This is an optimization exercise on Yosys and OpenROAD, whose aim is small area, not a production implementation. At most, simulation tests tie the RTL to the original design; equivalence was not proved. No activity file was given, so power comes from the tool's default toggle rates.

==> inputs of job 831 <==
## FIR
module FIR(
	input				clk,
	input				rst_n,
	input				clk_en,
	input  [15:0]	filter_in,
	output [15:0]	filter_out
);
export LEC_CHECK = 0
export CAP_MARGIN = 20
export CORE_MARGIN = 2
export CORE_UTILIZATION = 40
export SLEW_MARGIN = 20
export SYNTH_HIERARCHICAL = 1
create_clock -name core_clock -period 6.0 [get_ports {clk}]
standard.sh (not shown) runs the stock make flow with config.mk's settings and CLKGATE_MAP_FILE= SYNTH_SCRIPT=/design/flow/synth_recipe.tcl, a recipe that flattens the netlist after the stock synthesis.
==> flow/flow/run.sh <==
#!/bin/bash
# Layout: the standard ORFS flow (standard.sh), with two changes passed to ORFS
# through its own variables:
#  - the ports are buffered with the smallest buffer (buf_1) instead of the flow's default;
#  - clock tree synthesis uses clkbuf_8 buffers and inserts no dummy loads.
# The full output of the flow goes to flow.log in this folder; ORFS keeps each step's log
# under orfs/logs/.
set -euo pipefail
export BUFFER_PORTS_ARGS="-buffer_cell sky130_fd_sc_hd__buf_1"
export CTS_ARGS="-sink_clustering_enable -repair_clock_nets -buf_list sky130_fd_sc_hd__clkbuf_8 -dont_use_dummy_load"
bash standard.sh > flow.log 2>&1
==> job 3032 (differences from job 831) <==
Settings changed: CORE_UTILIZATION 40 to 50.
==> job 5165 (differences from job 831) <==
--- a/flow/flow/run.sh
+++ b/flow/flow/run.sh
@@ -9,3 +9,3 @@
 export BUFFER_PORTS_ARGS="-buffer_cell sky130_fd_sc_hd__buf_1"
-export CTS_ARGS="-sink_clustering_enable -repair_clock_nets -buf_list sky130_fd_sc_hd__clkbuf_8 -dont_use_dummy_load"
+export CTS_ARGS="-sink_clustering_enable -repair_clock_nets -buf_list sky130_fd_sc_hd__clkbuf_8 -dont_use_dummy_load -sink_clustering_size 24 -sink_clustering_max_diameter 120"
 bash standard.sh > flow.log 2>&1
==> impl_metrics.toml <==
[status]
status = "complete, no violations"

[detailed_routing]
met1_length_mm = 13.3
totalWireLength_mm = 30.0
viasPerCell = 5.76

[die]
start_util = 0.512
design.core.area_um2 = 25300

[power_and_ir_drop]
swShare = 0.328

[critical_path]
cpPeakStageDelay_ps = 560
That was job 3032.
==> impl_metrics.toml <==
[die]
design.core.area_um2 = 31700
start_util = 0.408

[detailed_routing]
met1_length_mm = 13.4
totalWireLength_mm = 29.9

[critical_path]
cpPeakStageDelay_ps = 540

[status]
status = "complete, no violations"
That was job 831.
==> impl_metrics.toml <==
[die]
design.core.area_um2 = 31700
start_util = 0.408

[detailed_routing]
viasPerCell = 5.50

[status]
status = "complete, no violations"

[power_and_ir_drop]
swShare = 0.330
That was job 5165.

---

==> job 9821 <==
FIR, a different RTL version from the one above (not shown whole).
Settings: LEC_CHECK=0, CAP_MARGIN=20, CORE_MARGIN=2, CORE_UTILIZATION=40, GPL_TIMING_DRIVEN=0, SLEW_MARGIN=20; clock period 6.0 ns.
run.sh (not shown) runs the stock make flow with config.mk's settings and CLKGATE_MAP_FILE= SYNTH_SCRIPT=/design/flow/synth_recipe.tcl, a recipe that flattens the netlist after the stock synthesis.
Stock flow here: none of the scripts above is used.
==> inputs of job 9709, as changes to job 9821 <==
--- a/flow/config.mk
+++ b/flow/config.mk
@@ -10,3 +10,2 @@
 export CORE_UTILIZATION = 40
-export GPL_TIMING_DRIVEN = 0
 export SLEW_MARGIN = 20
==> summary of the runs <==
Sequential cell count is the same in job 9821 and job 9709. Against job 9821, the clock power of job 9709 is larger by about 5%. Of job 9821 and job 9709, job 9821 has the higher sequential share of layout area (gap 0.53 points). In job 9709 the global-route usage is lower than in job 9821, by 0.88 points. Job 9709 passed the timing, design-rule and antenna checks. Job 9821 completed and failed the layout checks on negative setup slack. Against job 9821, the count of clock-buffer cells in the layout of job 9709 is higher by 3. Via count: job 9709 is higher than job 9821 (about 1.2%). Core utilization: job 9821 is lower than job 9709 (1.0 points). First-iteration DRC count: job 9821 is larger than job 9709 (10%). In synthesized area, job 9821 and job 9709 do not differ.
==> figures <==
metric                                                                     job 9709                  job 9821
Placed cell areas                                                       0.01877 mm²               0.01757 mm²
Proportion of cell area occupied by registers                                0.1961                    0.2013
Clock skew after layout                                                  0.02006 ns                0.01339 ns
Met1 Routed Length                                                         19440 µm                  20160 µm
Global routing usage on met1                                                 0.2569                    0.2762
Number of DRC markers after the initial detailed-route iteration                617                       679
Slack of the critical path                                               0.08336 ns               -0.02759 ns
Relative contribution of combinational cells to total power                   0.627                     0.613
Power density of the placed cells                                      350.5 mW/mm²              336.5 mW/mm²
Worst slew pin tran                                                       0.9049 ns                  1.019 ns
Layout non-clock buf frac                                                   0.09287                   0.05054
Drt total wl                                                               41280 µm                  43600 µm
Hpwl dp                                                                    33610 µm                  35090 µm
Result of the run                                  no timing/DRC/antenna violations  finished with violations
Reasons for failing layout checks                                                 -      negative setup slack
Fin crit period                                                            5.917 ns                  6.028 ns
Via count of the first global-routing pass                                    12886                     12590
Weighted congestion at the end of routability-driven global placement        0.9321                    0.8672
Placed cell count                                                              2428                      2291
Period utilisation layout                                                    0.9861                     1.005
Headroom to the max-slew limit                                               0.3968                    0.3206
Function was not checked in any run of this note: the RTL went through the layout flow alone.

separate check: timing with driven ports:
In the flow no input, the clock included, has a driving cell. The finished layouts below were timed again as built, in two steps.
Step 1 (the two cells are an assumption about what drives the block):
set clk [get_ports {clk}]
set_driving_cell -lib_cell sky130_fd_sc_hd__clkbuf_16 $clk
set_driving_cell -lib_cell sky130_fd_sc_hd__buf_2 [delete_from_list [all_inputs] $clk]
Step 2 moves the port delays by t, midway between the first and last clock arrival at a register: inputs arrive t later, outputs are due t later. That takes back most of the time a late clock gives input paths.
Slacks: no drivers / after step 1 / after step 2; pairs: no drivers / after step 1.
| run | t, ns | setup slack, ns | worst hold slack (ns) | worst setup path at the end | pins driven straight from the clock port |
|---|---|---|---|---|---|
| job 831 | 0.520 | 0.342 / 0.342 / 0.342 | 0.474 / 0.474 / 0.474 | register to register | 1 |
| job 3032 | 0.506 | 0.337 / 0.337 / 0.337 | 0.474 / 0.474 / 0.474 | register to register | 1 |
| job 5165 | 0.520 | 0.342 / 0.342 / 0.342 | 0.474 / 0.474 / 0.474 | register to register | 1 |
| job 9821 | 0.504 | -0.028 / -0.028 / -0.028 | 0.480 / 0.480 / 0.480 | register to register | 1 |
| job 9709 | 0.497 | 0.083 / 0.083 / 0.083 | 0.483 / 0.483 / 0.483 | register to register | 1 |
